What follows belongs to an exercise in optimizing a design on an open flow for small area and a short achievable clock period; a production flow would make more cautious choices.
Only simulation tests tie the RTL to the original design; equivalence was not proved.

File: design/flow/config.mk
export PLATFORM = sky130hd
export DESIGN_NAME = risc16
export DESIGN_NICKNAME = risc16
export VERILOG_FILES = /design/flow/design.v
export SDC_FILE = /design/flow/constraint.sdc
export NUM_CORES = 4
export LEC_CHECK = 0
export CAP_MARGIN = 20
export CORE_MARGIN = 2
export CORE_UTILIZATION = 40
export PLACE_DENSITY = 0.6
export SLEW_MARGIN = 20
File: design/flow/constraint.sdc
create_clock -name core_clock -period 8.0 [get_ports {cpu_clk_i}]
set_input_delay 1.6000 -clock core_clock [delete_from_list [all_inputs] [get_ports {cpu_clk_i}]]
set_output_delay 1.6000 -clock core_clock [all_outputs]
set_load 0.01 [all_outputs]
File: design/flow/design.v
`timescale 1ns/100ps
module	mfsr10 (
		count_i,
		count_o
	);
	input	[9:0]	count_i;
	output	[9:0]	count_o;
	assign	count_o	= {count_i[8:1], count_i[0]^count_i[3], count_i[9]};
endmodule	 
`timescale 1ns/100ps
module fastbits #(
	parameter	WIDTH	= 16,
	parameter	MSB	= WIDTH - 1
) (
	input	[MSB:0]	a_i,
	input	[MSB:0]	b_i,
	input	[1:0]	m_i,
	output	[MSB:0]	b_no,
	output		z_o
);
wire	[WIDTH:0]	c;
assign	c[0]	= 1'b1;
assign	z_o	= c[WIDTH];
genvar	ii;
generate
for (ii=0; ii<WIDTH; ii=ii+1)
begin : FASTBITS
	single_bit SB (
		.a_i	(a_i[ii]),
		.b_i	(b_i[ii]),
		.c_i	(c[ii]),
		.m_i	(m_i),
		.b_no	(b_no[ii]),
		.c_o	(c[ii+1])
	);
end	 
endgenerate
endmodule	 
module single_bit (
	input		a_i,
	input		b_i,
	input		c_i,
	input	[1:0]	m_i,
	output		b_no,
	output		c_o
);
assign	b_no	= m_i[1] ? (m_i[0] ? ~(a_i ^ b_i) : ~(a_i | b_i)) :	 
			   (m_i[0] ? (a_i & b_i) : ~(a_i & b_i)) ;	 
assign	c_o	= b_no ? c_i : 1'b0 ;
endmodule	 
`timescale 1ns/100ps
module mux4to1 #(
	parameter	WIDTH	= 16,
	parameter	MSB	= WIDTH - 1
) (
	input	[1:0]	sel_i,
	input	[MSB:0]	in0_i,
	input	[MSB:0]	in1_i,
	input	[MSB:0]	in2_i,
	input	[MSB:0]	in3_i,
	output	reg	[MSB:0]	out_o
);
always @*
	case (sel_i)
		2'b00:	out_o	<= in0_i;
		2'b01:	out_o	<= in1_i;
		2'b10:	out_o	<= in2_i;
		2'b11:	out_o	<= in3_i;
	endcase
endmodule	 
`timescale 1ns/100ps
module risc_rf_async #(
	parameter	WIDTH	= 16,
	parameter	DEPTH	= 4,
	parameter	WORDS	= 1 << DEPTH,
	parameter	MSB	= WIDTH - 1,
	parameter	ISB	= DEPTH - 1
) (
	input		clock_i,
	input	[ISB:0]	p0_idx_i,
	output	[MSB:0]	p0_dat_o,
	input	[ISB:0]	p1_idx_i,
	output	[MSB:0]	p1_dat_o,
	input		wr_en_i,
	input	[ISB:0]	wr_idx_i,
	input	[MSB:0]	wr_dat_i
);
reg	[MSB:0]	bank0 [WORDS-1:0];
reg	[MSB:0]	bank1 [WORDS-1:0];
assign	p0_dat_o	= bank0[p0_idx_i];
assign	p1_dat_o	= bank1[p1_idx_i];
always @(posedge clock_i)
	if (wr_en_i) begin
		bank0[wr_idx_i]	<= wr_dat_i;
		bank1[wr_idx_i]	<= wr_dat_i;
	end
endmodule	 
`timescale 1ns/100ps
module risc_alu_async #(
	parameter	WIDTH	= 16,
	parameter	MSB	= WIDTH - 1
) (
	input		cf_i,
	input	[1:0]	bit_i,
	input	[MSB:0]	a_i,
	input	[MSB:0]	b_i,
	output	[WIDTH*2-1:0]	prod_o,
	output	[MSB:0]	bits_no,
	output	[MSB:0]	diff_o,
	output	zf_o,
	output	cf_o,
	output	nf_o
);
wire	[MSB+2:0]	diff;
assign	diff	= {a_i, 1'b0} - {b_i, cf_i};
assign	prod_o	= a_i * b_i;
assign	diff_o	= diff[WIDTH:1];
assign	{cf_o, nf_o}	= diff[WIDTH+1:WIDTH];
fastbits #(WIDTH) BITS (
	.a_i	(b_i),
	.b_i	(a_i),
	.m_i	(bit_i),
	.b_no	(bits_no),
	.z_o	(zf_o)
);
endmodule	 
`timescale 1ns/100ps
module branch #(
	parameter	INIT	= 0,
	parameter	ADDRESS	= 11,
	parameter	DELAYS	= 2,
	parameter	ASB	= ADDRESS - 1,
	parameter	DSB	= DELAYS - 1
) (
	input		clock_i,
	input		reset_i,
	input		enable_i,
	output	[ASB:0]	pc_prev_o,
	input	[ASB:0]	pc_next_i,
	input		b_rel_i,
	input		b_abs_i,
	input	[ASB:0]	addr_i,
	input	[2:0]	flags_i,	 
	input	[2:0]	cnd_i,
	output	branch_o,
	output	[ASB:0]	pc_ao
);
reg	[ASB:0]	pc;
reg	[DSB:0]	branching;
wire	bra;
assign	pc_prev_o	= pc;
assign	pc_ao	= bra ? addr_i : pc_next_i ;
assign	branch_o	= branching[DSB];
assign	bra	= b_abs_i || (b_rel_i &&
		  ((cnd_i==3'b000 && !flags_i[0]) ||	 
		  (cnd_i==3'b001 && flags_i[0]) ||
		  (cnd_i==3'b010 && flags_i[2]) ||		 
		  (cnd_i==3'b011 && !flags_i[2]) ||
		  (cnd_i==3'b100 && flags_i[1]) ||		 
		  (cnd_i==3'b101 && (flags_i[1] || flags_i[0])) ||
		  (cnd_i==3'b110 && (!flags_i[1] || !flags_i[0])) ||
		  (cnd_i==3'b111 && !flags_i[1])));
always @(posedge clock_i)
	if (reset_i)
		branching	<= 0;
	else if (enable_i) begin
		if (bra && !branching[DSB])
			branching	<= {DELAYS{1'b1}};
		else
			branching	<= {branching[DSB-1:0], 1'b0};
	end
always @(posedge clock_i)
	if (reset_i)
		pc	<= INIT;
	else if (enable_i)
		pc	<= pc_ao;
endmodule	 
`timescale 1ns/100ps
module fetch #(
	parameter	WIDTH	= 16,
	parameter	PCBITS	= 10,
	parameter	MSB	= WIDTH - 1,
	parameter	PSB	= PCBITS - 1
) (
	input		clock_i,
	input		reset_i,
	input		stall_ni,
	input		ilock_ni,
	input		branch_i,	 
	input	[PSB:0]	pc_i,
	input	[1:0]	br_sel_i,
	input	[PSB:0]	br_adr_i,
	input	[MSB:0]	br_dat_i,
	output		if_mem_ao,	 
	output		if_haz_ao,	 
	output		if_haz_poss_o,
	output		if_chk_rs0_ao,
	output		if_chk_rs1_ao,
	output	reg	if_mem_o,
	output	[2:0]	if_op_o,
	output		if_sf_o,
	output	[2:0]	if_fn_o,
	output		if_cr_o,
	output	[2:0]	if_cnd_o,
	output	[3:0]	if_rd_o,
	output	[3:0]	if_rs0_o,
	output	[3:0]	if_rs1_o,
	output	[3:0]	if_rd_ao,
	output	[3:0]	if_rs0_ao,
	output	[3:0]	if_rs1_ao,
	output	[2:0]	if_op_ao,
	output	[MSB:0]	if_imm_o,
	output	reg	[PSB:0]	if_pc_o,
	output		imem_en_o,
	input	[MSB:0]	imem_dat_i
);
always @(posedge clock_i)
	if (!stall_ni)		if_mem_o	<= 0;
	else if (ilock_ni)	if_mem_o	<= if_mem_ao;
always @(posedge clock_i)
	if (ilock_ni && stall_ni)	if_pc_o	<= pc_i;
wire	[MSB:0]	instr_w	= imem_dat_i;
assign	imem_en_o	= stall_ni && ilock_ni;
decode1 #(
	.WIDTH	(WIDTH),
	.PCBITS	(PCBITS)
) DECODE (
	.clock_i(clock_i),
	.reset_i(reset_i),
	.stall_ni(stall_ni),
	.ilock_ni(ilock_ni),
	.instr_i(instr_w),
	.mem_ao	(if_mem_ao),
	.haz_ao	(if_haz_ao),
	.haz_poss_o	(if_haz_poss_o),
	.chk_rs0_ao	(if_chk_rs0_ao),
	.chk_rs1_ao	(if_chk_rs1_ao),
	.op_o	({if_op_o, if_sf_o}),
	.fn_o	(if_fn_o),
	.cr_o	(if_cr_o),
	.cnd_o	(if_cnd_o),
	.rd_o	(if_rd_o),
	.rs0_o	(if_rs0_o),
	.rs1_o	(if_rs1_o),
	.rd_ao	(if_rd_ao),
	.rs0_ao	(if_rs0_ao),
	.rs1_ao	(if_rs1_ao),
	.op_ao	(if_op_ao),
	.imm_o	(if_imm_o)
);
endmodule	 
module decode1 #(
	parameter	WIDTH	= 16,
	parameter	PCBITS	= 10,
	parameter	MSB	= WIDTH - 1,
	parameter	PSB	= PCBITS - 1
) (
	input		clock_i,
	input		reset_i,
	input		stall_ni,
	input		ilock_ni,
	input	[15:0]	instr_i,
	output			mem_ao,
	output	reg		chk_rs0_ao,	 
	output	reg		chk_rs1_ao,
	output	reg		haz_poss_o,
	output			haz_ao,		 
	output	reg	[2:0]	fn_o,
	output	reg		cr_o,
	output	reg	[3:0]	op_o,
	output	reg	[2:0]	cnd_o,
	output	reg	[MSB:0]	imm_o,
	output	reg	[3:0]	rd_o,
	output	reg	[3:0]	rs0_o,
	output	reg	[3:0]	rs1_o,
	output	[3:0]	rd_ao,
	output	[3:0]	rs0_ao,
	output	[3:0]	rs1_ao,
	output	[2:0]	op_ao
);
reg	use_i12;
reg	[MSB-4:0]	i12;
wire	[2:0]	op	= instr_i[15:13];
wire	[3:0]	rs	= instr_i[7:4];
wire	[3:0]	rd	= instr_i[11:8];
wire	[2:0]	fn;
wire		cr;
wire	[MSB-4:0]	signs	= {(WIDTH-4){instr_i[3]}};
wire	[3:0]	rs0_w, rs1_w;
assign	fn	= (op==3'b001) ? instr_i[7:5] : instr_i[3:1];
assign	mem_ao	= (op==3'b100 || op==3'b101);
assign	haz_ao	= haz_poss_o &&
			 ((rd==rd_o && (op==3'b000 || op==3'b001)) ||
			  (rs==rd_o && (op==3'b000 || op==3'b010 || op==3'b100 || op==3'b101)));
assign	cr	=  (op==3'b000) ? instr_i[0] :
		   (op==3'b001) ? instr_i[4] :
		  !(op==3'b111 || op==3'b110 || op==3'b111 || op==3'b101 || op==3'b011);
assign	rs0_w	= (op==3'b000) ? rd : rs ;
assign	rs1_w	= (op==3'b000) ? rs : rd ;
assign	rd_ao		= rd;
assign	rs0_ao		= rs0_w;
assign	rs1_ao		= rs1_w;
assign	op_ao		= op;
always @(posedge clock_i)
	if (reset_i)		op_o	<= 0;
	else if (ilock_ni)	op_o	<= {op, (op==3'b110 || op==3'b111) ? 1'b0 : instr_i[12]};
always @(posedge clock_i)
	if (reset_i)		fn_o	<= 0;
	else if (ilock_ni)	fn_o	<= fn;
always @(posedge clock_i)
	if (reset_i)		cr_o	<= 0;
	else if (ilock_ni)	cr_o	<= cr;
always @(posedge clock_i)	 
	cnd_o	<= instr_i[12:10];
always @(posedge clock_i)
	if (op==3'b110)
		imm_o	<= {{(MSB-PSB){1'b0}}, instr_i[9:0]};
	else if (ilock_ni)
		imm_o	<= {use_i12 ? i12 : signs, instr_i[3:0]};
always @(posedge clock_i)
	if (ilock_ni)		{rd_o, rs0_o, rs1_o}	<= {rd, rs0_w, rs1_w};
always @(posedge clock_i)	 
	if (op==3'b111)	use_i12	<= 1;
	else		use_i12	<= 0;
always @(posedge clock_i)	 
	if (op==3'b111)	i12	<= instr_i[11:0];
always @(posedge clock_i)
	if (ilock_ni) case (op_o[3:1])
	3'b001, 3'b000, 3'b010:	 
		if (cr)	haz_poss_o	<= 1;
		else	haz_poss_o	<= 0;
	default:
		haz_poss_o	<= 0;
	endcase
always @*
	case (op)
	3'b001:	{chk_rs0_ao, chk_rs1_ao}	<= {2'b01};	 
	3'b000:	{chk_rs0_ao, chk_rs1_ao}	<= {2'b11};	 
	3'b010:	{chk_rs0_ao, chk_rs1_ao}	<= {2'b10};	 
	3'b100:	{chk_rs0_ao, chk_rs1_ao}	<= {2'b10};
	3'b101:	{chk_rs0_ao, chk_rs1_ao}	<= {2'b10};
	3'b011:	{chk_rs0_ao, chk_rs1_ao}	<= {2'b10};
	3'b110:	{chk_rs0_ao, chk_rs1_ao}	<= {2'b00};	 
	3'b111:	{chk_rs0_ao, chk_rs1_ao}	<= {2'b00};
	default:{chk_rs0_ao, chk_rs1_ao}	<= {2'b00};
	endcase
endmodule	 
`timescale 1ns/100ps
module decode #(
	parameter	WIDTH	= 16,
	parameter	PCBITS	= 10,
	parameter	MSB	= WIDTH - 1,
	parameter	PSB	= PCBITS - 1
) (
	input		clock_i,
	input		reset_i,
	input		stall_ni,
	input	[2:0]	if_op_i,
	input	[2:0]	if_fn_i,
	input	[2:0]	if_cnd_i,
	input		if_mem_i,
	input		if_sf_i,
	input		if_cr_i,
	input	[3:0]	if_rd_i,
	input	[3:0]	if_rs0_i,
	input	[3:0]	if_rs1_i,
	input	[MSB:0]	if_imm_i,
	input	[MSB:0]	ex_bypass_i,	 
	input		ex_byp_a_i,
	input		ex_byp_b_i,
	input	[MSB:0]	mm_bypass_i,
	input		mm_byp_a_i,
	input		mm_byp_b_i,
	input		rf_wr_i,
	input	[3:0]	rf_reg_i,
	input	[MSB:0]	rf_dat_i,
	output	reg	[3:0]	id_rd_o,	 
	output	reg	[1:0]	id_bit_o,	 
	output	reg		id_cr_o,	 
	output	reg		id_sf_o,	 
	output	reg	[1:0]	id_dst_o,	 
	output	reg		id_sbb_o,	 
	output	reg		id_mul_o,	 
	output	reg		id_bra_o,
	output	reg		id_bx_o,
	output	reg		id_mem_o,
	output	reg		id_msr_o,
	output	reg		id_st_o,
	output	reg	[2:0]	id_cnd_o,
	output	reg	[MSB:0]	id_a_o,
	output	reg	[MSB:0]	id_b_o,
	output	reg	[MSB:0]	id_dat_o	 
);
wire	[MSB:0]	rf_d0, rf_d1;
wire	[1:0]	if_a_src, if_b_src;
wire	[MSB:0]	if_a_dat, if_b_dat;
assign	if_a_src	= ex_byp_a_i ? 2'b10 :	 
			  mm_byp_a_i ? 2'b11 :   
			  (if_op_i==3'b001 || if_op_i==3'b110) ? 2'b01 : 2'b00 ;
assign	if_b_src	= ex_byp_b_i ? 2'b10 :
			  mm_byp_b_i ? 2'b11 :
			  (if_op_i==3'b010 || if_op_i==3'b100 || if_op_i==3'b101) ? 2'b01 : 2'b00 ;
always @(posedge clock_i)
	if (reset_i)	id_rd_o	<= 0;
	else		id_rd_o	<= if_rd_i;
always @(posedge clock_i)
	if (reset_i)	{id_bra_o, id_bx_o}	<= 0;
	else begin
		id_bra_o	<= (if_op_i==3'b000 || if_op_i==3'b001) && if_fn_i==3'b101;
		id_bx_o		<= (if_op_i==3'b110);
		id_cnd_o	<= if_cnd_i;
	end
always @(posedge clock_i)
	if (reset_i)	id_mem_o	<= 0;
	else		id_mem_o	<= if_mem_i;
wire	msr	= (if_op_i==3'b001 || if_op_i == 3'b000) && (if_fn_i==3'b011);
always @(posedge clock_i)
	if (reset_i)	id_msr_o	<= 0;
	else		id_msr_o	<= msr;
always @(posedge clock_i)
	if (reset_i)		id_st_o	<= 0;
	else if (stall_ni)	id_st_o	<= (if_op_i==3'b101);
	else			id_st_o	<= 0;
always @(posedge clock_i)
	id_dat_o	<= rf_d1 ;	 
always @(posedge clock_i)
	id_mul_o	<= (if_fn_i==3'b010 && if_sf_i);
always @(posedge clock_i)
	if (reset_i)
		{id_cr_o, id_sf_o}	<= 2'b00;
	else if (stall_ni) begin
		id_cr_o	<= if_cr_i;
		id_sf_o	<= (if_op_i==3'b111) ? 1'b0 : if_sf_i ;
	end
always @(posedge clock_i)
	id_sbb_o	<= (if_fn_i==3'b001);
always @(posedge clock_i)
	if (reset_i)
		id_dst_o	<= 0;
	else if (if_op_i==3'b100)
		id_dst_o	<= 1;
	else if (if_op_i==3'b001 || if_op_i==3'b000) begin
		if (if_fn_i==3'b010)
			id_dst_o	<= 2;
		else if (if_fn_i==3'b111 || if_fn_i==3'b100 || if_fn_i==3'b110)
			id_dst_o	<= 3;
		else
			id_dst_o	<= 0;
	end else
		id_dst_o	<= 0;
always @(posedge clock_i)
	if (!if_cr_i && if_fn_i[2:1]==2'b00)	 
		id_bit_o	<= 2'b11;	 
	else
		id_bit_o	<= if_fn_i[1:0];
always @(posedge clock_i)
	id_a_o	<= if_a_dat;
always @(posedge clock_i)
	id_b_o	<= if_b_dat;
risc_rf_async #(
	.WIDTH		(WIDTH),
	.DEPTH		(4)
) RF (
	.clock_i	(clock_i),
	.p0_idx_i	(if_rs0_i),
	.p0_dat_o	(rf_d0),
	.p1_idx_i	(if_rs1_i),
	.p1_dat_o	(rf_d1),
	.wr_en_i	(rf_wr_i),
	.wr_idx_i	(rf_reg_i),
	.wr_dat_i	(rf_dat_i)
);
mux4to1 #(WIDTH) MUXA (
	.in0_i	(rf_d0),
	.in1_i	(if_imm_i),
	.in2_i	(ex_bypass_i),
	.in3_i	(mm_bypass_i),
	.sel_i	(if_a_src),
	.out_o	(if_a_dat)
);
mux4to1 #(WIDTH) MUXB (
	.in0_i	(rf_d1),
	.in1_i	(if_imm_i),
	.in2_i	(ex_bypass_i),
	.in3_i	(mm_bypass_i),
	.sel_i	(if_b_src),
	.out_o	(if_b_dat)
);
endmodule	 
`timescale 1ns/100ps
module execute #(
	parameter	WIDTH	= 16,
	parameter	PCBITS	= 10,
	parameter	MSB	= WIDTH - 1,
	parameter	PSB	= PCBITS - 1
) (
	input		clock_i,
	input		reset_i,
	input		stall_ni,
	input	[3:0]	id_rd_i,
	input	[1:0]	id_bit_i,
	input		id_cr_i,
	input		id_sf_i,
	input	[1:0]	id_dst_i,
	input		id_sbb_i,
	input		id_mul_i,
	input		id_mem_i,
	input		id_msr_i,
	input		id_bra_i,
	input		id_st_i,
	input	[MSB:0]	id_a_i,
	input	[MSB:0]	id_b_i,
	input	[MSB:0]	id_dat_i,
	output	reg	ex_cr_o,
	output	reg	ex_sf_o,
	output	reg	ex_mul_o,
	output	reg	ex_mem_o,
	output	reg	ex_msr_o,
	output	reg	ex_bra_o,
	output	reg	ex_st_o,
	output	reg	[1:0]	ex_dst_o,
	output	reg	[3:0]	ex_rd_o,
	output	reg	[MSB:0]	ex_dat_o,
	output		ex_zf_o,
	output		ex_cf_o,
	output		ex_nf_o,
	output		[WIDTH*2-1:0]	ex_prod_o,
	output	reg	[MSB:0]	ex_alu_o
);
always @(posedge clock_i)
	{ex_mul_o, ex_sf_o, ex_st_o}	<= {id_mul_i, id_sf_i, id_st_i};
always @(posedge clock_i)
	ex_dat_o	<= id_dat_i ;
always @(posedge clock_i)
	if (reset_i)	{ex_msr_o, ex_mem_o}	<= 0;
	else		{ex_msr_o, ex_mem_o}	<= {id_msr_i, id_mem_i};
always @(posedge clock_i)
	if (reset_i)	ex_cr_o	<= 0;
	else		ex_cr_o	<= id_cr_i & stall_ni;
always @(posedge clock_i)
	if (id_bra_i || id_msr_i)
		ex_dst_o	<= 1;
	else if (id_dst_i == 2)
		ex_dst_o	<= {1'b1, id_mul_i};
	else if (id_dst_i == 0 || id_dst_i == 3)
		ex_dst_o	<= 0;
always @(posedge clock_i)
	if (reset_i)	ex_bra_o	<= 0;
	else		ex_bra_o	<= id_bra_i;
always @(posedge clock_i)
	ex_rd_o	<= id_rd_i;
reg	[WIDTH+MSB:0]	prod_r;
reg	nf_r;
reg	cf_r;
reg	zf_r;
wire	nf, cf, zf;
wire	[MSB:0]	bits_n, diff;
wire	[WIDTH+MSB:0]	prod;
assign	ex_prod_o	= prod_r;
assign	ex_nf_o	= nf_r;
assign	ex_cf_o	= cf_r;
assign	ex_zf_o	= zf_r;
always @(posedge clock_i)
	if (reset_i)
		{nf_r, cf_r, zf_r}	<= 1;
	else if (id_sf_i)
		{nf_r, cf_r, zf_r}	<= {nf, cf, zf};
always @(posedge clock_i)
	prod_r	<= prod;
always @(posedge clock_i)
	ex_alu_o	<= id_dst_i[1] ? ~bits_n : diff ;
risc_alu_async #(WIDTH) ALU (
	.cf_i		(ex_cf_o & id_sbb_i),
	.bit_i		(id_bit_i),
	.a_i		(id_a_i),
	.b_i		(id_b_i),
	.prod_o		(prod),
	.bits_no	(bits_n),
	.diff_o		(diff),
	.cf_o		(cf),
	.zf_o		(zf),
	.nf_o		(nf)
);
endmodule	 
`timescale 1ns/100ps
module risc_mem_wb #(
	parameter	HIGHZ	= 0,
	parameter	WIDTH	= 16,
	parameter	ADDRESS	= 25,
	parameter	WBBITS	= WIDTH,
	parameter	ENABLES	= WBBITS / 8,
	parameter	MSB	= WIDTH - 1,
	parameter	ESB	= ENABLES - 1,
	parameter	ASB	= ADDRESS - 1,
	parameter	WSB	= WBBITS - 1
) (
	input		cpu_clk_i,
	input		cpu_rst_i,
	input		frame_i,
	input		write_i,
	output		ready_o,
	input	[ASB:0]	addr_i,
	input	[MSB:0]	data_i,
	output	[MSB:0]	data_o,
	output	reg	wb_cyc_o,
	output	reg	[1:0]	wb_stb_o,
	output	reg	wb_we_o,
	input		wb_ack_i,
	input		wb_rty_i,
	input		wb_err_i,
	output	[2:0]	wb_cti_o,	 
	output	[1:0]	wb_bte_o,
	output	reg	[ASB:0]	wb_adr_o,
	output	[ESB:0]	wb_sel_o,
	output	reg	[WSB:0]	wb_dat_o,
	input	[ESB:0]	wb_sel_i,
	input	[WSB:0]	wb_dat_i
);
assign	data_o	= wb_dat_i;
assign	ready_o	= wb_ack_i;
assign	wb_cti_o	= 0;
assign	wb_bte_o	= 0;
assign	wb_sel_o	= {ENABLES{1'b1}};
always @(posedge cpu_clk_i)
	if (cpu_rst_i)
		{wb_cyc_o, wb_stb_o, wb_we_o}	<= 4'b0000;
	else if (!wb_cyc_o) begin
		wb_cyc_o	<= frame_i;
		if (frame_i)
			wb_stb_o	<= addr_i[ASB] ? 2'b10 : 2'b01 ;
		else
			wb_stb_o	<= 0;
		wb_we_o		<= write_i;
		wb_adr_o	<= addr_i;
		wb_dat_o	<= data_i;
	end else if (wb_ack_i) begin
		wb_cyc_o	<= 0;
		wb_stb_o	<= 0;
		wb_we_o		<= 0;
	end
endmodule	 
`timescale 1ns/100ps
module memory #(
	parameter	HIGHZ	= 0,
	parameter	WIDTH	= 16,
	parameter	INSTR	= 16,
	parameter	ADDRESS	= 25,
	parameter	PCBITS	= 11,
	parameter	WBBITS	= WIDTH,	 
	parameter	ENABLES	= WBBITS / 8,
	parameter	SEGBITS	= ADDRESS - WIDTH,
	parameter	PSB	= PCBITS - 1,
	parameter	MSB	= WIDTH - 1,
	parameter	ISB	= INSTR - 1,
	parameter	WSB	= WBBITS - 1,
	parameter	ESB	= ENABLES - 1,
	parameter	ASB	= ADDRESS - 1,
	parameter	SSB	= SEGBITS - 1
) (
	input		clock_i,
	input		reset_i,
	input		stall_ni,
	input		ex_cr_i,
	input		ex_sf_i,
	input		ex_mul_i,
	input		ex_mem_i,
	input		ex_msr_i,
	input		ex_bra_i,
	input		ex_st_i,
	input	[1:0]	ex_dst_i,	 
	input	[3:0]	ex_rd_i,
	input	[MSB:0]	ex_dat_i,
	input	[MSB:0]	ex_alu_i,
	input	[WIDTH+MSB:0]	ex_prod_i,
	output	reg		mu_cr_o,
	output	reg	[3:0]	mu_rd_o,
	output	reg		mu_dst_o,
	output	reg	[MSB:0]	mu_alu_o,
	output	reg		mu_mem_o,
	output	reg		mu_rdy_o,
	output	reg	[MSB:0]	mu_dat_o,
	output		wb_cyc_o,
	output	[1:0]	wb_stb_o,	 
	output		wb_we_o,
	input		wb_ack_i,
	input		wb_rty_i,
	input		wb_err_i,
	output	[2:0]	wb_cti_o,
	output	[1:0]	wb_bte_o,
	output	[ASB:0]	wb_adr_o,
	output	[ESB:0]	wb_sel_o,
	output	[WSB:0]	wb_dat_o,
	input	[ESB:0]	wb_sel_i,
	input	[WSB:0]	wb_dat_i
);
reg	[SSB:0]	dseg;	 
reg	[SSB:0]	sseg;	 
reg	wr_inhibit;
wire	mu_rdy_w;
wire	[MSB:0]	mu_dat_w;
wire	[MSB:0]	mu_alu_w;
assign	mu_alu_w	= (ex_dst_i == 0) ? ex_alu_i :
			  (ex_dst_i == 1) ? ex_dat_i :
			  (ex_dst_i == 2) ? ex_prod_i[MSB:0] :
			  ex_prod_i[WIDTH+MSB:WIDTH] ;
always @(posedge clock_i)
	mu_alu_o	<= mu_alu_w;
always @(posedge clock_i)
	if (reset_i)	{sseg, dseg}	<= 0;
	else if (ex_msr_i) begin
		if (ex_sf_i)	sseg	<= ex_alu_i[SSB:0];
		else		dseg	<= ex_alu_i[SSB:0];
	end
always @(posedge clock_i)
	if (reset_i)		mu_mem_o	<= 0;
	else if (ex_mem_i)	mu_mem_o	<= 1;
	else if (mu_rdy_w)	mu_mem_o	<= 0;
always @(posedge clock_i)
	if (mu_mem_o) begin
		mu_rd_o		<= mu_rd_o;
		mu_dst_o	<= mu_dst_o;
	end else begin
		mu_rd_o		<= ex_rd_i;
		mu_dst_o	<= ex_mem_i;
	end
always @(posedge clock_i)
	if (reset_i)	mu_rdy_o	<= 0;
	else		mu_rdy_o	<= mu_rdy_w;
always @(posedge clock_i)
	if (reset_i)		wr_inhibit	<= 0;
	else if (ex_mem_i)	wr_inhibit	<= 1;
	else if (wb_ack_i)	wr_inhibit	<= 0;
always @(posedge clock_i)
	mu_dat_o	<= mu_dat_w;
always @(posedge clock_i)
	if (reset_i)			mu_cr_o	<= 0;
	else if (wb_ack_i && !wb_we_o)	mu_cr_o	<= 1;
	else if (ex_mem_i)		mu_cr_o	<= 0;
	else if (!mu_mem_o)		mu_cr_o	<= ex_cr_i;
risc_mem_wb #(
	.HIGHZ		(HIGHZ),
	.WIDTH		(WIDTH),
	.ADDRESS	(ADDRESS)
) MEM (
	.cpu_clk_i	(clock_i),
	.cpu_rst_i	(reset_i),
	.frame_i	(ex_mem_i),
	.write_i	(ex_st_i),
	.ready_o	(mu_rdy_w),
	.addr_i		({ex_sf_i ? sseg : dseg, ex_alu_i}),
	.data_i		(ex_dat_i),
	.data_o		(mu_dat_w),
	.wb_cyc_o	(wb_cyc_o),
	.wb_stb_o	(wb_stb_o),
	.wb_we_o	(wb_we_o),
	.wb_ack_i	(wb_ack_i),
	.wb_rty_i	(wb_rty_i),
	.wb_err_i	(wb_err_i),
	.wb_cti_o	(wb_cti_o),
	.wb_bte_o	(wb_bte_o),
	.wb_adr_o	(wb_adr_o),
	.wb_sel_o	(wb_sel_o),
	.wb_dat_o	(wb_dat_o),
	.wb_sel_i	(wb_sel_i),
	.wb_dat_i	(wb_dat_i)
);
endmodule	 
`timescale 1ns/100ps
module risc16 #(
	parameter	HIGHZ	= 0,
	parameter	WIDTH	= 16,
	parameter	INSTR	= 16,
	parameter	ADDRESS	= 25,
	parameter	PCBITS	= 10,
	parameter	PCINIT	= 1,
	parameter	WBBITS	= WIDTH,
	parameter	ENABLES	= WBBITS / 8,
	parameter	SEGBITS	= ADDRESS - WIDTH,
	parameter	PSB	= PCBITS - 1,
	parameter	MSB	= WIDTH - 1,
	parameter	ISB	= INSTR - 1,
	parameter	WSB	= WBBITS - 1,
	parameter	ESB	= ENABLES - 1,
	parameter	ASB	= ADDRESS - 1,
	parameter	SSB	= SEGBITS - 1
) (
	input		cpu_clk_i,
	input		cpu_rst_i,
	output		wb_cyc_o,
	output	[1:0]	wb_stb_o,
	output		wb_we_o,
	input		wb_ack_i,
	input		wb_rty_i,
	input		wb_err_i,
	output	[2:0]	wb_cti_o,
	output	[1:0]	wb_bte_o,
	output	[ASB:0]	wb_adr_o,
	output	[ESB:0]	wb_sel_o,
	output	[WSB:0]	wb_dat_o,
	input	[ESB:0]	wb_sel_i,
	input	[WSB:0]	wb_dat_i,
	output		imem_en_o,
	output	[PSB:0]	imem_adr_o,
	input	[INSTR-1:0]	imem_dat_i
);
reg	mem_stall_n;
reg	ilock_inhibit;
reg	ilock_n;		 
reg	byp0_a;
reg	byp0_b;
reg	byp1_a;
reg	byp1_b;
wire	branching;
wire	[PSB:0]	pc;
wire	[MSB:0]	bypass1;	 
wire	[PSB:0]	pc_prev, pc_next;
wire	if_mem_w, if_haz_w;	 
wire	if_mem, if_sf, if_cr;
wire	[2:0]	if_op, if_fn, if_cnd;
wire	[3:0]	if_rd, if_rs0, if_rs1, if_rd_w, if_rs0_w, if_rs1_w;
wire	[MSB:0]	if_imm;
wire	if_chk_rs0, if_chk_rs1;
wire	if_haz_poss;
wire	id_cr, id_sf, id_sbb, id_mul, id_bra, id_bx, id_mem, id_msr, id_st;
wire	[MSB:0]	id_a, id_b, id_dat;
wire	[3:0]	id_rd;
wire	[2:0]	id_cnd;
wire	[1:0]	id_dst, id_bit;
wire	ex_nf, ex_cf, ex_zf;			 
wire	ex_cr, ex_sf, ex_mul, ex_mem, ex_msr, ex_st, ex_bra;
wire	[1:0]	ex_dst;
wire	[3:0]	ex_rd;
wire	[MSB:0]	ex_dat, ex_alu;
wire	[WIDTH*2-1:0]	ex_prod;
wire	mm_cr, mm_mem, mm_rdy, mm_dst;
wire	[3:0]	mm_rd;
wire	[MSB:0]	mm_alu, mm_mdat;
wire		up_wr;
wire	[3:0]	up_rd;
wire	[MSB:0]	up_dat_w;
reg	en_pc;
reg	en_if;
reg	en_id;
reg	en_ex;
reg	en_ma;
reg	en_wr;
reg	nop_if;
reg	nop_id;
reg	nop_ma;
reg	wb_busy;
always @(posedge cpu_clk_i)
begin
	en_pc	<= (wb_ack_i || !wb_busy) && !if_haz_w;
	en_if	<= (wb_ack_i || !wb_busy) && !if_haz_w;
	en_id	<= !wb_busy && !if_haz_w;
	nop_id	<= if_haz_w;
	nop_ma	<= wb_busy;
	en_ex	<= !wb_busy;
end
always @(posedge cpu_clk_i)
	if (cpu_rst_i || wb_ack_i)	wb_busy	<= 0;
	else if (id_mem && en_id)	wb_busy	<= 1;
always @(posedge cpu_clk_i)
	if (cpu_rst_i)		mem_stall_n	<= 1;
	else if (wb_ack_i)	mem_stall_n	<= 1;
	else if (if_mem_w)	mem_stall_n	<= 0;
always @(posedge cpu_clk_i)
	if (cpu_rst_i)
		ilock_inhibit	<= 0;
	else if (!mem_stall_n || if_mem_w || branching)
		ilock_inhibit	<= 1;
	else
		ilock_inhibit	<= 0;
always @(posedge cpu_clk_i)
	if (cpu_rst_i || !ilock_n || ilock_inhibit)
		ilock_n	<= 1;
	else
		ilock_n	<= ~if_haz_w;
always @(posedge cpu_clk_i)
	if (!mem_stall_n)
		{byp1_b, byp1_a, byp0_b, byp0_a}	<= 0;
	else if (!ilock_n) begin
		byp0_a	<= byp0_a;
		byp0_b	<= byp0_b;
		byp1_a	<= 0;
		byp1_b	<= 0;
	end else begin
		byp0_a	<= (if_chk_rs0 && if_rs0_w==id_rd && id_cr);
		byp0_b	<= (if_chk_rs1 && if_rs1_w==id_rd && id_cr);
		byp1_a	<= (if_chk_rs0 && if_rs0_w==ex_rd && ex_cr);
		byp1_b	<= (if_chk_rs1 && if_rs1_w==ex_rd && ex_cr);
	end
branch #(
	.INIT		(PCINIT),
	.ADDRESS	(PCBITS)
) BRA (
	.clock_i	(cpu_clk_i),
	.reset_i	(cpu_rst_i),
	.enable_i	(mem_stall_n && ilock_n),
	.pc_prev_o	(pc_prev),
	.pc_next_i	(pc_next),
	.b_rel_i	(id_bx),
	.b_abs_i	(id_bra),
	.flags_i	({ex_nf, ex_cf, ex_zf}),
	.cnd_i		(id_cnd),
	.addr_i		(id_a[PSB:0]),
	.branch_o	(branching),
	.pc_ao		(pc)
);
mfsr10 PC_NEXT (
	.count_i	(pc_prev),
	.count_o	(pc_next)
);
wire	[2:0]	if_op_w;
fetch #(
	.PCBITS		(PCBITS)
) IF (
	.clock_i	(cpu_clk_i),
	.reset_i	(cpu_rst_i),
	.stall_ni	(mem_stall_n),
	.ilock_ni	(ilock_n),
	.branch_i	(branching),
	.pc_i		(pc),
	.br_sel_i	(0),
	.br_adr_i	(0),
	.br_dat_i	(0),
	.if_mem_ao	(if_mem_w),
	.if_haz_ao	(if_haz_w),
	.if_chk_rs0_ao	(if_chk_rs0),
	.if_chk_rs1_ao	(if_chk_rs1),
	.if_haz_poss_o	(if_haz_poss),
	.if_op_o	(if_op),
	.if_fn_o	(if_fn),
	.if_cnd_o	(if_cnd),
	.if_mem_o	(if_mem),
	.if_sf_o	(if_sf),
	.if_cr_o	(if_cr),
	.if_rd_o	(if_rd),
	.if_rs0_o	(if_rs0),
	.if_rs1_o	(if_rs1),
	.if_rd_ao	(if_rd_w),
	.if_rs0_ao	(if_rs0_w),
	.if_rs1_ao	(if_rs1_w),
	.if_op_ao	(if_op_w),
	.if_imm_o	(if_imm),
	.imem_en_o	(imem_en_o),
	.imem_dat_i	(imem_dat_i)
);
assign	imem_adr_o	= pc;
decode #(
	.WIDTH		(WIDTH),
	.PCBITS		(PCBITS)
) DECODE (
	.clock_i	(cpu_clk_i),
	.reset_i	(cpu_rst_i),
	.stall_ni	(ilock_n),
	.if_op_i	(if_op),
	.if_fn_i	(if_fn),
	.if_cnd_i	(if_cnd),
	.if_mem_i	(if_mem),
	.if_sf_i	(if_sf),
	.if_cr_i	(if_cr),
	.if_rd_i	(if_rd),
	.if_rs0_i	(if_rs0),
	.if_rs1_i	(if_rs1),
	.if_imm_i	(if_imm),
	.ex_bypass_i	(ex_alu),	 
	.ex_byp_a_i	(byp0_a),
	.ex_byp_b_i	(byp0_b),
	.mm_bypass_i	(mm_alu),
	.mm_byp_a_i	(byp1_a),
	.mm_byp_b_i	(byp1_b),
	.rf_wr_i	(up_wr),
	.rf_reg_i	(up_rd),
	.rf_dat_i	(up_dat_w),
	.id_rd_o	(id_rd),
	.id_bit_o	(id_bit),
	.id_cr_o	(id_cr),
	.id_sf_o	(id_sf),
	.id_dst_o	(id_dst),
	.id_sbb_o	(id_sbb),
	.id_mul_o	(id_mul),
	.id_bra_o	(id_bra),
	.id_bx_o	(id_bx),
	.id_mem_o	(id_mem),
	.id_msr_o	(id_msr),
	.id_st_o	(id_st),
	.id_cnd_o	(id_cnd),
	.id_a_o		(id_a),
	.id_b_o		(id_b),
	.id_dat_o	(id_dat)
);
execute #(
	.WIDTH		(WIDTH),
	.PCBITS		(PCBITS)
) EX (
	.clock_i	(cpu_clk_i),
	.reset_i	(cpu_rst_i),
	.stall_ni	(~branching),
	.id_rd_i	(id_rd),
	.id_bit_i	(id_bit),
	.id_cr_i	(id_cr),
	.id_sf_i	(id_sf),
	.id_dst_i	(id_dst),
	.id_sbb_i	(id_sbb),
	.id_mul_i	(id_mul),
	.id_mem_i	(id_mem),
	.id_msr_i	(id_msr),
	.id_bra_i	(id_bra),
	.id_st_i	(id_st),
	.id_a_i		(id_a),
	.id_b_i		(id_b),
	.id_dat_i	(id_bra ? pc_prev : id_dat),
	.ex_cr_o	(ex_cr),
	.ex_sf_o	(ex_sf),
	.ex_mul_o	(ex_mul),
	.ex_mem_o	(ex_mem),
	.ex_msr_o	(ex_msr),
	.ex_bra_o	(ex_bra),
	.ex_st_o	(ex_st),
	.ex_dst_o	(ex_dst),
	.ex_rd_o	(ex_rd),
	.ex_dat_o	(ex_dat),
	.ex_zf_o	(ex_zf),
	.ex_cf_o	(ex_cf),
	.ex_nf_o	(ex_nf),
	.ex_prod_o	(ex_prod),
	.ex_alu_o	(ex_alu)
);
memory #(
	.HIGHZ		(HIGHZ),
	.WIDTH		(WIDTH),
	.PCBITS		(PCBITS),
	.ADDRESS	(ADDRESS),
	.WBBITS		(WIDTH)
) MU (
	.clock_i	(cpu_clk_i),
	.reset_i	(cpu_rst_i),
	.stall_ni	(1'b1),
	.ex_cr_i	(ex_cr),
	.ex_sf_i	(ex_sf),
	.ex_mul_i	(ex_mul),
	.ex_mem_i	(ex_mem),
	.ex_msr_i	(ex_msr),
	.ex_bra_i	(ex_bra),
	.ex_st_i	(ex_st),
	.ex_dst_i	(ex_dst),
	.ex_rd_i	(ex_rd),
	.ex_dat_i	(ex_dat),
	.ex_prod_i	(ex_prod),
	.ex_alu_i	(ex_alu),
	.mu_cr_o	(mm_cr),
	.mu_rd_o	(mm_rd),
	.mu_dst_o	(mm_dst),
	.mu_alu_o	(mm_alu),
	.mu_mem_o	(mm_mem),
	.mu_rdy_o	(mm_rdy),
	.mu_dat_o	(mm_mdat),
	.wb_cyc_o	(wb_cyc_o),
	.wb_stb_o	(wb_stb_o),
	.wb_we_o	(wb_we_o),
	.wb_ack_i	(wb_ack_i),
	.wb_rty_i	(wb_rty_i),
	.wb_err_i	(wb_err_i),
	.wb_cti_o	(wb_cti_o),
	.wb_bte_o	(wb_bte_o),
	.wb_adr_o	(wb_adr_o),
	.wb_sel_o	(wb_sel_o),
	.wb_dat_o	(wb_dat_o),
	.wb_sel_i	(wb_sel_i),
	.wb_dat_i	(wb_dat_i)
);
assign	up_rd		= mm_rd;
assign	up_wr	= mm_cr;
assign	up_dat_w	= mm_dst ? mm_mdat : mm_alu ;
endmodule	 
File: design/flow/run.sh
#!/bin/bash
# synth_recipe.tcl (not shown) runs the flow's synth.tcl, then flattens the netlist and writes it again
# the make line also repeats each setting of config.mk as NAME=value (left out here)
make -C /OpenROAD-flow-scripts/flow DESIGN_CONFIG=/design/flow/config.mk WORK_HOME=/design/flow/orfs CLKGATE_MAP_FILE= SYNTH_SCRIPT=/design/flow/synth_recipe.tcl finish
==> impl.org <==
** Outcome
- The flow ran to the end and the layout has no timing, DRC or antenna violations.

** CTS
- Clock sink count :: 585
- Cts bufs inserted :: 61
- Clock tree from TritonCTS :: built
- The H-tree was split into 2 levels.
- Clk pin slew, worst setup/hold paths :: 0.06 ns
- Clock Path Buffers :: 3
- For the worst-skew pair, the clock arrives at the later sink with an insertion delay of 0.64 ns.
- In this run, post-CTS hold repair placed 0 buffers.
- Buffer cell driving the clock tree root :: sky130_fd_sc_hd__clkbuf_16
- The number of gates resized after CTS was 0.
- Postcts setup bufs :: 0

** Die
- Die area :: 84300 sq um
- In this run the core area contains 104 standard-cell rows.
- From left edge to right edge, the die measures 290 um.
- In this run the vertical extent of the chip is 290 um.
- In this run the count of I/O pins placed on the die edge is 102.
- In this run the standard cell core region covers 80800 sq um.
- Initial core utilization :: 40.6%

** Worst setup path
- The worst register-to-register path begins at DECODE.id_b_o[4].
- STA classifies the critical path startpoint as a register.
- Tracing the worst setup path back leads to its startpoint at DECODE.id_b_o[4].
- Type of the worst setup path :: register to register
- R2r worst-path depth :: 22
- Reg-to-reg slack, setup :: 1.18 ns
- The endpoint identified for the worst register-to-register timing path is EX.prod_r[31].
- Highest-delay cell along the critical path :: sky130_fd_sc_hd__inv_1
- STA puts the critical path data arrival time at 7.33 ns.
- Along the worst path, the maximum fanout reaches 15.
- Worst setup EP type :: register
- Data on the critical path is required at its endpoint by 8.51 ns.
- Critical path destination :: EX.prod_r[31]
- Traced cell by cell, the critical path runs through inv_1 -> nor2_1 -> fa_1 -> inv_1 -> fa_1 -> fa_1 -> inv_1 -> fa_1 -> fa_1 -> inv_1 -> fa_1 -> inv_1 -> ha_1 -> nand2_1 -> nor3_2 -> and3_1 -> a21oi_2 -> a31oi_2 -> nor4_2 -> o31ai_2 -> and4_1 -> nor3_1.
- In this design, the stage delay of the slowest critical-path cell is 0.58 ns.
- The most numerous cell type found on the critical path is sky130_fd_sc_hd__fa_1.

** Yosys
- The share of the Yosys chip area taken by registers is 46.1%.
- Syn Area/Cell :: 12.3 sq um
- Counting flops and latches in the post-synthesis netlist gives 585.
- Distinct cells, synth :: 74
- Ranked by total cell area, the synthesized netlist is headed by sky130_fd_sc_hd__edfxtp_1 (31%), sky130_fd_sc_hd__dfxtp_1 (15%), sky130_fd_sc_hd__mux4_2 (12%).
- In the synthesized netlist the async set-or-reset flop fraction comes to 0%.
- Among all cell types in the netlist, the one instantiated most often is sky130_fd_sc_hd__edfxtp_1.
- Among all flip-flop cells after synthesis, the most frequent one is sky130_fd_sc_hd__edfxtp_1.
- The share of synthesized area in the top cell type comes to 31.1%.
- For this run, the number of Yosys warnings is 13.
- Post-synthesis instance area :: 32800 sq um
- By count the netlist is led by sky130_fd_sc_hd__edfxtp_1 (340), sky130_fd_sc_hd__inv_1 (289), sky130_fd_sc_hd__dfxtp_1 (245).
- Summed over all instances, the cell type with the most area after synthesis is sky130_fd_sc_hd__edfxtp_1.
- Post-synth EDFFs :: 340
- After technology mapping, the gate count stands at 2663.

** Place
- Worst slack at placement :: 1.34 ns
- I/O Buffers :: 90
- Summed over all nets, the half-perimeter wirelength after detailed placement is 65900 um.
- Placer Congestion :: 0.950

** Timing
- The final count of pins violating max slew is 0.
- Maximum clock skew at final layout :: 0.0305 ns
- Once routing completed, OpenROAD measured the worst setup slack at 1.18 ns.
- Setup violations remaining at the end of the flow were counted as 0.
- Worst-Margin Slew :: 1.14 ns
- Worst max-slew margin expressed relative to the limit :: 24.2%
- RSZ-0062 raised after global routing :: no
- Total negative setup slack :: 0 ns
- After layout, the worst path uses 85.3% of the clock period.
- For the finished layout, the period the worst path requires is 6.82 ns.
- For this run, the top clock speed supported by timing is 0.147 GHz.
- The number of endpoints with negative hold slack in the final report was 0.

** Route
- Via count normalized by instance count :: 5.55
- DRC marker count from the first detailed-route iteration :: 2097
- The first TritonRoute pass finished after 7 iterations.
- Routed WL :: 93000 um
- For this run, design rule violations remaining after detail routing come to 0.
- Summing over every cut layer, the via total after detailed routing is 21400.
- The detail route stage leaves a number of antenna-violating nets equal to 0.
- Wirelength per Cell :: 24.2 um

** Global route
- The number of antenna violations at the first check in global routing came to 3.
- Global routing finished with a remaining overflow of 0.
- The number of global-route vias before repair is 21800.
- The first global-routing pass estimated 139000 um of wire.
- Pin count of the biggest net entering global routing :: 67
- Global-route usage over all layers :: 22.0%

** Finish
- Of the cells placed in the final design, the portion with a size suffix greater than 1 is 14.7%.
- Relative to the synthesized area, the layout overhead comes to 12.8%.
- The net count of the finished layout is 3123.
- Number of filler cells placed in the layout :: 7189

** Worst hold path
- The path class of the tightest hold or removal check is register to register.
- Along the worst hold path, the cell count comes to 0.

** Job
- Count of max-cap constraint violations :: 0
-- cells in the final DEF (no fill, tap or decap), types with 40 or more instances in the layout --
master                            Yosys  final
sky130_fd_sc_hd__edfxtp_1           340    340
sky130_fd_sc_hd__buf_4                7     58
sky130_fd_sc_hd__clkdlybuf4s50_1      0     89
sky130_fd_sc_hd__a21oi_1            155    155
sky130_fd_sc_hd__mux4_2             176    176
sky130_fd_sc_hd__o21ai_0             62     62
sky130_fd_sc_hd__clkbuf_16            0     62
sky130_fd_sc_hd__xnor2_1             40     40
sky130_fd_sc_hd__nand2_1            243    243
sky130_fd_sc_hd__dfxtp_1            245    237
sky130_fd_sc_hd__ha_1               152    152
sky130_fd_sc_hd__nor2_1             244    243
sky130_fd_sc_hd__fa_1               195    195
sky130_fd_sc_hd__inv_1              289    289
-- worst min path at each step --
stage / from / to / slack [ns]
4_1_cts: DECODE.id_st_o / EX.ex_st_o / 0.33
2_1_floorplan: DECODE.id_st_o / EX.ex_st_o / 0.31
3_3_place_gp: DECODE.id_st_o / EX.ex_st_o / 0.32
6_report: DECODE.id_st_o / EX.ex_st_o / 0.33
3_5_place_dp: DECODE.id_st_o / EX.ex_st_o / 0.32
5_1_grt: DECODE.id_st_o / EX.ex_st_o / 0.35
-- cell type report --
class	instances	area [sq um]	share of cell area, %
multi-input combinational	1640	16000	43.3
sequential	585	15100	40.9
clock buffer	84	1740	4.72
timing repair buffer	150	1350	3.66
tap	1060	1330	3.59
inverter	299	1120	3.04
clock inverter	30	274	0.741
antenna	2	5.00	0.0135
-- state kept, by name, indices dropped and copies added (netlist names), 9 cells and up, named ones only --
register         flops
BRA.pc              10
DECODE.RF.bank0     16
DECODE.RF.bank1    240
DECODE.id_a_o       16
DECODE.id_b_o       16
DECODE.id_dat_o     16
EX.ex_alu_o         16
EX.ex_dat_o         16
EX.prod_r           32
IF.DECODE.i12       12
IF.DECODE.imm_o     16
MU.MEM.wb_adr_o     25
MU.MEM.wb_dat_o     16
MU.dseg              9
MU.mu_alu_o         16
MU.mu_dat_o         16
MU.sseg              9
-- critical path: cells and delay by family (launching register included) --
| family | cells | cell delay, ns |
|---|---|---|
| simple gates | 7 | 1.15 |
| compound gates | 3 | 0.83 |
| fa+ha+maj | 7 | 3.49 |
| flops | 1 | 0.40 |
| buf+inv | 5 | 0.83 |
-- cells by family (layout without fill, tap and decap cells) --
family	after synthesis	after routing	synth area share [%]
and+or+nand+nor	650	650	8.65
xor gates and xnor gates	65	65	1.74
muxes	250	250	14.5
other	2	9	0.0229
buffers and inverters	443	563	5.23
DFF	585	585	46.1
AOI/OAI and AO/OA	321	321	6.04
adders and majority gates	347	347	17.7
-- metrics by stage --
step / hold slack [ns] / area, sq um / cells / util [%]
after CTS: 0.333 / 37000 / 3848 / 45.7
final: 0.330 / 37000 / 3850 / 45.8
after detailed placement: 0.318 / 34900 / 3734 / 43.2
after global placement: 0.318 / 34900 / 3734 / 43.2
after global routing: 0.354 / 37000 / 3848 / 45.7
after floorplan: 0.310 / 32800 / 2668 / -
-- routing by layer --
layer	track usage, %	vias to the layer above	wire length (um)
met5	0	-	5
met4	7.61	2	3100
met3	3.16	180	6350
met2	35.0	894	43400
met1	31.1	10900	40100
li1	-	9431	-

[what the ideal ports hide]
The flow's constraints put no driver on any port. The routed layout listed below was extracted and timed again, unchanged, in two steps.
Step 1, drivers: a clkbuf_16 drives cpu_clk_i and a buf_2 each remaining input, both assumed.
Step 2 also shifts input and output timing later by t, the mid clock arrival at the registers, as if the neighbouring blocks saw the same clock.
Three values: ideal, step 1, step 2; two values: the first two.
shift t [ns]: 0.683
setup slack, ns: 1.178 / 1.178 / 1.178
latest minus earliest clock arrival (ns): 0.033 / 0.033
After both steps this run still meets setup and hold. For this run, drivers alone change the setup slack by 0.000 ns; drivers and shift together by 0.000 ns.
